This design comes from an exercise in tuning for small area, a short achievable clock period and few clock cycles per item on the open sky130 flow, not from production work.
Power figures rest on the tool's default switching activity, not on a simulated workload.

==> flow/design.v <==
module modulo_sec#(
  parameter SIZE = 16,
  parameter CALCULATION_OUT = 1'b0 )(
  input clk,
  input rst,
  input [(SIZE-1):0] divident,
  input [(SIZE-1):0] divisor,
  input start,
  output done,
  output [(SIZE-1):0] remainder);
  localparam CW = $clog2(SIZE);
  function [CW-1:0] lzc;
    input [SIZE-1:0] v;
    integer i;
    begin
      lzc = SIZE-1;
      for (i = 0; i < SIZE; i = i + 1)
        if (v[i]) lzc = SIZE-1-i;
    end
  endfunction
  reg busy, align;
  reg [SIZE-1:0] rem_reg, div_reg;
  reg [CW-1:0] cnt;
  assign done = ~busy;
  assign remainder = rem_reg;
  wire [CW-1:0] lz_a = lzc(divident);
  wire [CW-1:0] lz_b = lzc(divisor);
  wire [CW:0] shift = {1'b0, lz_b} - {1'b0, lz_a};
  wire [SIZE:0] diff = {1'b0, rem_reg} - {1'b0, div_reg};
  always @(posedge clk) begin
    if (~busy) begin
      if (start)
        rem_reg <= divident;
      div_reg <= divisor;
      cnt <= shift[CW-1:0];
      align <= |shift[CW-1:0];
    end else if (align) begin
      div_reg <= div_reg << cnt;
      align <= 1'b0;
    end else begin
      if (~diff[SIZE])
        rem_reg <= diff[SIZE-1:0];
      div_reg <= div_reg >> 1;
      cnt <= cnt - 1'b1;
    end
  end
  always @(posedge clk or posedge rst) begin
    if (rst)
      busy <= 1'b0;
    else if (~busy)
      busy <= start & ~shift[CW];
    else if (~align)
      busy <= |cnt;
  end
endmodule
clock: 4.0 ns
lec_check: 0
abc_clock_period_in_ps: 2800
cap_margin: 20
core_margin: 2
core_utilization: 40
slew_margin: 20
run.sh (not shown) runs the stock make flow with config.mk's settings and CLKGATE_MAP_FILE= SYNTH_SCRIPT=/design/flow/synth_recipe.tcl, a recipe that flattens the netlist after the stock synthesis.
Edit:
==> flow/flow/run.sh (new file) <==
#!/bin/bash
# The standard layout, with plain buf_1 cells (not delay cells) as the port buffers.
set -euo pipefail
bash standard.sh BUFFER_PORTS_ARGS="-buffer_cell sky130_fd_sc_hd__buf_1" finish > standard.log 2>&1
==> flow/standard.sh (new file) <==
#!/bin/bash
# synth_recipe.tcl (not shown) runs the flow's synth.tcl, then flattens the netlist and writes it again
# the make line also repeats each setting of config.mk as NAME=value (left out here)
make -C /OpenROAD-flow-scripts/flow DESIGN_CONFIG=/design/flow/config.mk WORK_HOME=/design/flow/orfs CLKGATE_MAP_FILE= SYNTH_SCRIPT=/design/flow/synth_recipe.tcl "${@:-finish}"
ABC_CLOCK_PERIOD_IN_PS = default   (was 2800)
removed: flow/run.sh
Outcome:
- The changed run completed with no timing, DRC or antenna violations
- sequential share of layout area grows by 2.0 points
- fmax grows by a few percent
- final cell count stays the same
- wire length shrinks by a few percent
- area after synthesis does not change
- power shrinks slightly
- clock power grows by about a fifth
- synthesized cell count is unchanged
- via count shrinks slightly
Edit:
==> flow/run.sh (new file) <==
#!/bin/bash
# synth_recipe.tcl (not shown) runs the flow's synth.tcl, then flattens the netlist and writes it again
# the make line also repeats each setting of config.mk as NAME=value (left out here)
make -C /OpenROAD-flow-scripts/flow DESIGN_CONFIG=/design/flow/config.mk WORK_HOME=/design/flow/orfs CLKGATE_MAP_FILE= SYNTH_SCRIPT=/design/flow/synth_recipe.tcl finish
removed: flow/flow/run.sh
removed: flow/standard.sh
Result:
- setup slack gets worse by 0.14 ns
- global-route usage went up by 0.85 points
- maximum frequency decreases by 4.7%
- synthesized cell count stays the same
- clock skew fell by 0.0049 ns
- utilization rises by 3.5 points
No run of this note included a check of the RTL's function; only the layout flow was run.

---

job 103:
RTL: the design.v shown in full above, as it stands there.
export LEC_CHECK = 0
export CAP_MARGIN = 20
export CORE_MARGIN = 2
export CORE_UTILIZATION = 40
export SETUP_SLACK_MARGIN = 1.5
export SLEW_MARGIN = 20
create_clock -name core_clock -period 4.0 [get_ports {clk}]
standard.sh (not shown) runs the stock make flow with config.mk's settings and CLKGATE_MAP_FILE= SYNTH_SCRIPT=/design/flow/synth_recipe.tcl, a recipe that flattens the netlist after the stock synthesis.
==> flow/flow/run.sh <==
#!/bin/bash
# The standard layout, with plain buf_1 cells (not delay cells) as the port buffers.
set -euo pipefail
bash standard.sh BUFFER_PORTS_ARGS="-buffer_cell sky130_fd_sc_hd__buf_1" finish > standard.log 2>&1
Job 103 ran to completion and came out clean on the timing, DRC and antenna checks.
diff inputs: job 103 => job 104
- a change of SETUP_SLACK_MARGIN from 1.5 to 0.5
[summary]
Job 104 reached the end of the flow, and the finished layout is clean on the timing, DRC and antenna checks. Summary — net total in the final layout, job 104 relative to job 103: lower, by 7. Job 104: critical path depth is 3 lower than what job 103 reported. The layout-stage area growth over the synthesis result reported for job 104 is smaller than that of job 103 by 7.5 points.
No run of this note included a check of the RTL's function; only the layout flow was run.

==> re-timing with driven ports <==
How much do the figures lean on ideal ports? The routed layouts below were timed once more, with nothing changed but the port constraints.
Step 1 (the two cells are an assumption about what drives the block):
set clk [get_ports {clk}]
set_driving_cell -lib_cell sky130_fd_sc_hd__clkbuf_16 $clk
set_driving_cell -lib_cell sky130_fd_sc_hd__buf_2 [delete_from_list [all_inputs] $clk]
Step 2 times the ports against the registers' clock, not the clock port: input delays grow and output delays shrink by t, the midpoint of the rising clock arrivals with the driver on.
a / b / c = ideal / step 1 / step 2; a / b = the first two.
| run | shift t [ns] | setup slack, ns | latest minus earliest clock arrival (ns) | worst register clock-pin slew, ns | worst slew at a driven data input, ns |
|---|---|---|---|---|---|
| the first run of note 1 | 0.330 | 0.940 / 0.947 / 0.617 | 0.007 / 0.007 | 0.09 / 0.09 | 0.04 |
| the second run of note 1 | 0.334 | 1.084 / 1.084 / 0.954 | 0.013 / 0.012 | 0.09 / 0.09 | 0.04 |
| the third run of note 1 | 0.330 | 0.940 / 0.947 / 0.617 | 0.007 / 0.007 | 0.09 / 0.09 | 0.04 |
| job 103 | 0.322 | 1.405 / 1.397 / 1.076 | 0.008 / 0.009 | 0.09 / 0.09 | 0.05 |
| job 104 | 0.334 | 1.084 / 1.084 / 0.954 | 0.013 / 0.012 | 0.09 / 0.09 | 0.04 |
After both steps setup and hold are still met in every run listed. The setup slack of job 103, which loses most, moves by -0.008 ns with the drivers and by -0.329 ns with both steps.
